Source: an optimization exercise on an open RTL-to-GDS flow (aim: small area). Production flows keep margins and buffers that such runs may drop. RTL that was checked went through simulation tests only; none was proved equivalent to the original. Power is estimated from default activity; no workload was simulated.

==> violet: inputs <==
==> flow/design.v <==
module OnePixel(
	input             rst,
	input             clk,
	input             draw_en,
	input      [9:0]  startx,
	input      [9:0]  starty,
	output reg        finished,
	output     [14:0] write_mem_address
);
localparam START = 2'd0, BOUNDRY_CHECK = 2'd1, DRAW = 2'd2, DONE = 2'd3;
reg       s0, s1;    
wire [1:0] S = {s1, s0};
reg [7:0] bx;    
reg [6:0] by;    
wire in_range = startx <= 10'd640 && starty <= 10'd480;
always @(posedge clk or negedge rst)
	if (!rst)
		s0 <= 1'b0;
	else
		s0 <= (S == START) || S == DRAW || (S == BOUNDRY_CHECK && draw_en && !in_range) ||
		        (S == DONE && draw_en);
always @(posedge clk or negedge rst)
	if (!rst)
		s1 <= 1'b0;
	else if (s0)    
		s1 <= draw_en;
always @(posedge clk)
	if (S == START)
		finished <= 1'b0;
	else if (S == DRAW)
		finished <= 1'b1;
always @(posedge clk)
	if (S == START) begin
		bx <= startx[9:2];
		by <= starty[8:2];
	end
block_address write_addr (.bx(bx), .by(by), .address(write_mem_address));
endmodule
module block_address(
	input      [7:0]  bx,
	input      [6:0]  by,
	output reg [14:0] address
);
wire [11:0] a = {bx, by[6:3]};
wire [11:0] b = {4'd0, bx};
reg         borrow;
integer     i;
always @(*) begin
	borrow = 1'b0;
	for (i = 0; i < 12; i = i + 1) begin
		address[i+3] = a[i] ^ b[i] ^ borrow;
		borrow = (~a[i] & (b[i] | borrow)) | (b[i] & borrow);
	end
	address[2:0] = by[2:0];
end
endmodule
module vga_driver(
	input             clk,
	input             rst,
	output            vga_clk,
	output            hsync,
	output            vsync,
	output            VGA_BLANK_N,
	output            VGA_SYNC_N,
	output            line_start,    
	output reg [10:0] pos,
	output reg [9:0]  line
);
assign line_start = pos[10] & pos[9] & (&pos[5:0]);
wire   last_line  = line[9] & line[3] & line[2];             
assign vga_clk     = pos[0];
assign hsync       = ~(pos >= 11'd1309 && pos < 11'd1501);   
assign vsync       = line_start ? ~(line == 10'd488 || line == 10'd489)
                                : ~(line == 10'd489 || line == 10'd490);
assign VGA_BLANK_N = line_start ? (line <= 10'd478 || last_line)
                                : (pos <= 11'd1278 && line <= 10'd479);
assign VGA_SYNC_N  = 1'b1;
reg [10:0] pos_inc;
reg [9:0]  line_inc;
reg        c;
integer    i;
always @(*) begin
	c = 1'b1;
	for (i = 0; i < 11; i = i + 1) begin
		pos_inc[i] = pos[i] ^ c;
		c = c & pos[i];
	end
	c = 1'b1;
	for (i = 0; i < 10; i = i + 1) begin
		line_inc[i] = line[i] ^ c;
		c = c & line[i];
	end
end
always @(posedge clk or negedge rst)
	if (!rst) begin
		pos  <= 11'd0;
		line <= 10'd0;
	end else if (line_start) begin
		pos  <= 11'd0;
		line <= last_line ? 10'd0 : line_inc;
	end else
		pos <= pos_inc;
endmodule
module vga_driver_memory_double_buf(
	input             CLOCK_50,
	input             rst_n,
	input      [14:0] external_address,
	input      [23:0] external_data,
	input             external_start,
	output            VGA_CLK,
	output            VGA_HS,
	output            VGA_VS,
	output            VGA_BLANK_N,
	output            VGA_SYNC_N,
	output     [7:0]  VGA_R,
	output     [7:0]  VGA_G,
	output     [7:0]  VGA_B,
	output     [14:0] frame_buf_mem_address0,
	output     [23:0] frame_buf_mem_data0,
	output            frame_buf_mem_wren0,
	input      [23:0] frame_buf_mem_q0,
	output     [14:0] frame_buf_mem_address1,
	output     [23:0] frame_buf_mem_data1,
	output            frame_buf_mem_wren1,
	input      [23:0] frame_buf_mem_q1
);
wire clk = CLOCK_50;
wire rst = rst_n;
wire        line_start;
wire [10:0] pos;
wire [9:0]  line;
vga_driver the_vga(
	.clk(clk), .rst(rst), .vga_clk(VGA_CLK), .hsync(VGA_HS), .vsync(VGA_VS),
	.VGA_BLANK_N(VGA_BLANK_N), .VGA_SYNC_N(VGA_SYNC_N),
	.line_start(line_start), .pos(pos), .line(line));
localparam W2M_DONE = 2'd0, RFM_INIT_START = 2'd1, RFM_INIT_WAIT = 2'd2, RFM_DRAWING = 2'd3;
wire frame_end   = line_start && line == 10'd478;
wire frame_begin = line_start && line[9] && line[3] && line[2];
reg [1:0]  S;
reg        sel;
reg        first;    
reg [14:0] write_buf_mem_address_n;
reg [23:0] write_buf_mem_data;
reg        write_buf_mem_wren;
always @(posedge clk or negedge rst)
	if (!rst)
		S <= W2M_DONE;
	else
		case (S)
			W2M_DONE:       S <= frame_end ? RFM_INIT_START : W2M_DONE;
			RFM_INIT_START: S <= RFM_INIT_WAIT;
			RFM_INIT_WAIT:  S <= frame_begin ? RFM_DRAWING : RFM_INIT_WAIT;
			default:        S <= frame_end ? RFM_INIT_START : RFM_DRAWING;
		endcase
always @(posedge clk or negedge rst)
	if (!rst)
		sel <= 1'b0;
	else if (S == RFM_INIT_START)
		sel <= ~sel;
always @(posedge clk or negedge rst)
	if (!rst)
		first <= 1'b1;
	else if (S == RFM_DRAWING)
		first <= 1'b0;
wire       clip_y = line >= 10'd479;
wire       clip_x = clip_y || pos[10:3] >= 8'd160;
wire [7:0] rx = first ? 8'd0 : clip_x ? 8'd159 : pos[10:3];
wire [6:0] ry = first ? 7'd0 : clip_y ? 7'd119 : line[8:2];
wire [14:0] read_buf_mem_address;
block_address read_addr (.bx(rx), .by(ry), .address(read_buf_mem_address));
wire write_now = (S == RFM_DRAWING) && external_start;
always @(posedge clk or negedge rst)
	if (!rst)
		write_buf_mem_wren <= 1'b0;
	else
		write_buf_mem_wren <= write_now;
always @(posedge clk)
	if (write_now)
		write_buf_mem_address_n <= ~external_address;    
always @(posedge clk)
	write_buf_mem_data <= external_data;
wire white = (S == W2M_DONE);
wire hide0 = white | ~sel;
wire hide1 = white | sel;
assign {VGA_R, VGA_G, VGA_B} = ({24{hide0}} | frame_buf_mem_q0) & ({24{hide1}} | frame_buf_mem_q1);
wire read0 = sel | first;     
wire read1 = ~sel | first;    
assign frame_buf_mem_address0 = ~(({15{~read0}} | ~read_buf_mem_address) & ({15{read0}} | write_buf_mem_address_n));
assign frame_buf_mem_address1 = ~(({15{~read1}} | ~read_buf_mem_address) & ({15{read1}} | write_buf_mem_address_n));
assign frame_buf_mem_data0    = write_buf_mem_data;
assign frame_buf_mem_data1    = write_buf_mem_data;
assign frame_buf_mem_wren0    = write_buf_mem_wren & ~sel;
assign frame_buf_mem_wren1    = write_buf_mem_wren & sel;
endmodule
module MASTER_TEST(
	input         CLOCK_50,     
	input         rst_n,        
	input         draw_en,
	input  [9:0]  startx,
	input  [9:0]  starty,
	input  [23:0] color,
	output        VGA_CLK,
	output        VGA_HS,
	output        VGA_VS,
	output        VGA_BLANK_N,
	output        VGA_SYNC_N,
	output [7:0]  VGA_R,
	output [7:0]  VGA_G,
	output [7:0]  VGA_B,
	output [14:0] mem0_addr,
	output [23:0] mem0_wdata,
	output        mem0_wren,
	input  [23:0] mem0_q,
	output [14:0] mem1_addr,
	output [23:0] mem1_wdata,
	output        mem1_wren,
	input  [23:0] mem1_q
);
wire        finished;
wire [14:0] pixel_address;
OnePixel pixel (
	.rst(rst_n), .clk(CLOCK_50), .draw_en(draw_en), .startx(startx), .starty(starty),
	.finished(finished), .write_mem_address(pixel_address));
vga_driver_memory_double_buf VGA_MODULE (
	.CLOCK_50(CLOCK_50), .rst_n(rst_n),
	.external_address(pixel_address), .external_data(color), .external_start(finished),
	.VGA_CLK(VGA_CLK), .VGA_HS(VGA_HS), .VGA_VS(VGA_VS), .VGA_BLANK_N(VGA_BLANK_N), .VGA_SYNC_N(VGA_SYNC_N),
	.VGA_R(VGA_R), .VGA_G(VGA_G), .VGA_B(VGA_B),
	.frame_buf_mem_address0(mem0_addr), .frame_buf_mem_data0(mem0_wdata), .frame_buf_mem_wren0(mem0_wren), .frame_buf_mem_q0(mem0_q),
	.frame_buf_mem_address1(mem1_addr), .frame_buf_mem_data1(mem1_wdata), .frame_buf_mem_wren1(mem1_wren), .frame_buf_mem_q1(mem1_q));
endmodule
==> flow/flow/run.sh <==
#!/bin/bash
# The standard layout (standard.sh) with these changes:
# - synthesis maps the logic for area (flow/synth.tcl, flow/abc_area.script)
#   and leaves adders to ABC instead of mapping them to full-adder cells;
# - the port buffers use the smallest buffer cell;
# - clock tree synthesis uses the options in CTS_ARGS.
# ORFS's logs are in orfs/logs; make's output goes to standard.log.
set -euo pipefail
F=$(pwd)/flow
export FLOW_ABC_SCRIPT=$F/abc_area.script
export BUFFER_PORTS_ARGS="-buffer_cell sky130_fd_sc_hd__buf_1"
export CTS_ARGS="-sink_clustering_enable -repair_clock_nets -dont_use_dummy_load -buf_list sky130_fd_sc_hd__clkbuf_8"
bash standard.sh finish SYNTH_SCRIPT=$F/synth.tcl ADDER_MAP_FILE= > standard.log 2>&1
==> flow/flow/abc_area.script <==
strash
fraig
balance -l; resub -K 6 -l; rewrite -l; resub -K 6 -N 2 -l; refactor -l; resub -K 8 -l; balance -l; resub -K 8 -N 2 -l; rewrite -l; resub -K 10 -l; rewrite -z -l; resub -K 10 -N 2 -l; balance -l; resub -K 12 -l; refactor -z -l; resub -K 12 -N 2 -l; rewrite -z -l; balance -l
dch -f
amap -m
topo
==> flow/flow/synth.tcl <==
# The standard flow's synthesis script (synth_recipe.tcl) with one change: ABC maps the
# logic with flow/abc_area.script instead of ORFS's script.
proc synth {args} { yosys synth -nofsm -noshare {*}$args }
proc abc {args} {
  set i [lsearch $args -script]
  if { $i >= 0 } {
    set args [lreplace $args [expr {$i + 1}] [expr {$i + 1}] $::env(FLOW_ABC_SCRIPT)]
  }
  yosys abc {*}$args
}
source $::env(SCRIPTS_DIR)/synth.tcl
# left out here: clear keep_hierarchy, flatten, clean up, hide names made inside functions, write 1_2_yosys.v
==> flow/standard.sh <==
#!/bin/bash
# synth_recipe.tcl (not shown) runs the flow's synth.tcl, then flattens the netlist and writes it again
# the make line also repeats each setting of config.mk as NAME=value (left out here)
make -C /OpenROAD-flow-scripts/flow DESIGN_CONFIG=/design/flow/config.mk WORK_HOME=/design/flow/orfs CLKGATE_MAP_FILE= SYNTH_SCRIPT=/design/flow/synth_recipe.tcl "${@:-finish}"
==> flow/config.mk <==
export PLATFORM = sky130hd
export DESIGN_NAME = MASTER_TEST
export DESIGN_NICKNAME = MASTER_TEST
export VERILOG_FILES = /design/flow/design.v
export SDC_FILE = /design/flow/constraint.sdc
export NUM_CORES = 4
export LEC_CHECK = 0
export CAP_MARGIN = 20
export CORE_MARGIN = 2
export CORE_UTILIZATION = 70
export SLEW_MARGIN = 20
==> flow/constraint.sdc <==
create_clock -name core_clock -period 10.0 [get_ports {CLOCK_50}]
set_input_delay 2.0000 -clock core_clock [delete_from_list [all_inputs] [get_ports {CLOCK_50}]]
set_output_delay 2.0000 -clock core_clock [all_outputs]
set_load 0.01 [all_outputs]
==> pepper: changes against violet <==
--- a/flow/design.v
+++ b/flow/design.v
@@ -8,22 +8,20 @@
 	output     [14:0] write_mem_address
 );
 localparam START = 2'd0, BOUNDRY_CHECK = 2'd1, DRAW = 2'd2, DONE = 2'd3;
-reg       s0, s1;    
-wire [1:0] S = {s1, s0};
+reg [1:0] S;
 reg [7:0] bx;    
 reg [6:0] by;    
-wire in_range = startx <= 10'd640 && starty <= 10'd480;
-always @(posedge clk or negedge rst)
-	if (!rst)
-		s0 <= 1'b0;
+always @(posedge clk or negedge rst)
+	if (!rst)
+		S <= START;
 	else
-		s0 <= (S == START) || S == DRAW || (S == BOUNDRY_CHECK && draw_en && !in_range) ||
-		        (S == DONE && draw_en);
-always @(posedge clk or negedge rst)
-	if (!rst)
-		s1 <= 1'b0;
-	else if (s0)    
-		s1 <= draw_en;
+		case (S)
+			START:         S <= BOUNDRY_CHECK;
+			BOUNDRY_CHECK: S <= !draw_en ? START :
+			                    (startx <= 10'd640 && starty <= 10'd480) ? DRAW : DONE;
+			DRAW:          S <= DONE;
+			default:       S <= draw_en ? DONE : START;
+		endcase
 always @(posedge clk)
 	if (S == START)
 		finished <= 1'b0;
--- a/flow/flow/run.sh
+++ b/flow/flow/run.sh
@@ -9,5 +9,5 @@
 F=$(pwd)/flow
 export FLOW_ABC_SCRIPT=$F/abc_area.script
 export BUFFER_PORTS_ARGS="-buffer_cell sky130_fd_sc_hd__buf_1"
-export CTS_ARGS="-sink_clustering_enable -repair_clock_nets -dont_use_dummy_load -buf_list sky130_fd_sc_hd__clkbuf_8"
+export CTS_ARGS="-sink_clustering_enable -repair_clock_nets -dont_use_dummy_load -buf_list {sky130_fd_sc_hd__clkbuf_4 sky130_fd_sc_hd__clkbuf_8}"
 bash standard.sh finish SYNTH_SCRIPT=$F/synth.tcl ADDER_MAP_FILE= > standard.log 2>&1
==> notes.md <==
| metric | pepper | violet |
|---|---|---|
| Status | finished clean | finished clean |
| Inverter count | 46 | 41 |
| Share of total power in the clock network | 30.1% | 30.3% |
| Layout multi-input combinational cell count | 274 | 276 |
| First-pass GRT wire length | 19,100 um | 17,600 um |
| VDD IR max | 0.000135 V | 0.000176 V |
| Height of the die | 78.8 um | 78.6 um |
| Slew headroom | 40.1% | 40.8% |
| Area of the mapped netlist | 3910 um^2 | 3900 um^2 |
| Number of cells in the finished layout apart from fillers | 688 | 684 |
| Syn nets | 523 | 520 |
| CP max stage delay | 0.72 ns | 0.63 ns |
| Number of non-clock buffers in the layout | 204 | 203 |
| Area after detailed placement | 4590 um^2 | 4570 um^2 |
| Origin of the worst setup path | VGA_MODULE.the_vga.line[3]$_DFFE_PN0P_ | VGA_MODULE.the_vga.line[2]$_DFFE_PN0P_ |
| Multi-input gate area in the final layout | 1450 um^2 | 1460 um^2 |
| Die Wd | 78.8 um | 78.6 um |
| Cell Int Power | 0.466 mW | 0.465 mW |
| Most common cell in the netlist | nor2_1 | o21ai_0 |
| Worst Hold Depth | 1 | 2 |
| Ratio of cells with drive above 1 in the final layout | 1.95% | 1.96% |
| Post-Synth Simple-Gate Area | 13.9% | 14.2% |
| Power share of the sequential group | 60.6% | 60.8% |
Function not checked in pepper: the RTL went through the layout flow alone.

## static timing again, ports no longer ideal
The results above use ideal ports. As a check the final layouts listed here were re-extracted and re-timed, cells and wires unchanged.
Step 1 (the two cells are an assumption about what drives the block):
set clk [get_ports {CLOCK_50}]
set_driving_cell -lib_cell sky130_fd_sc_hd__clkbuf_16 $clk
set_driving_cell -lib_cell sky130_fd_sc_hd__buf_2 [delete_from_list [all_inputs] $clk]
Step 2 moves the port delays by t, midway between the first and last clock arrival at a register: inputs arrive t later, outputs are due t later. That takes back most of the time a late clock gives input paths.
Slacks: ideal / step 1 / step 2; pairs: ideal / step 1.
run	t (ns)	setup WS [ns]	worst setup path at the end	slew at the worst register clock pin (ns)	worst slew at a driven data input, ns
violet	0.372	1.248 / 1.217 / 1.589	register to output	0.08 / 0.08	0.05
pepper	0.377	1.324 / 1.298 / 1.675	register to output	0.09 / 0.09	0.08
After both steps setup and hold are still met in every run listed.
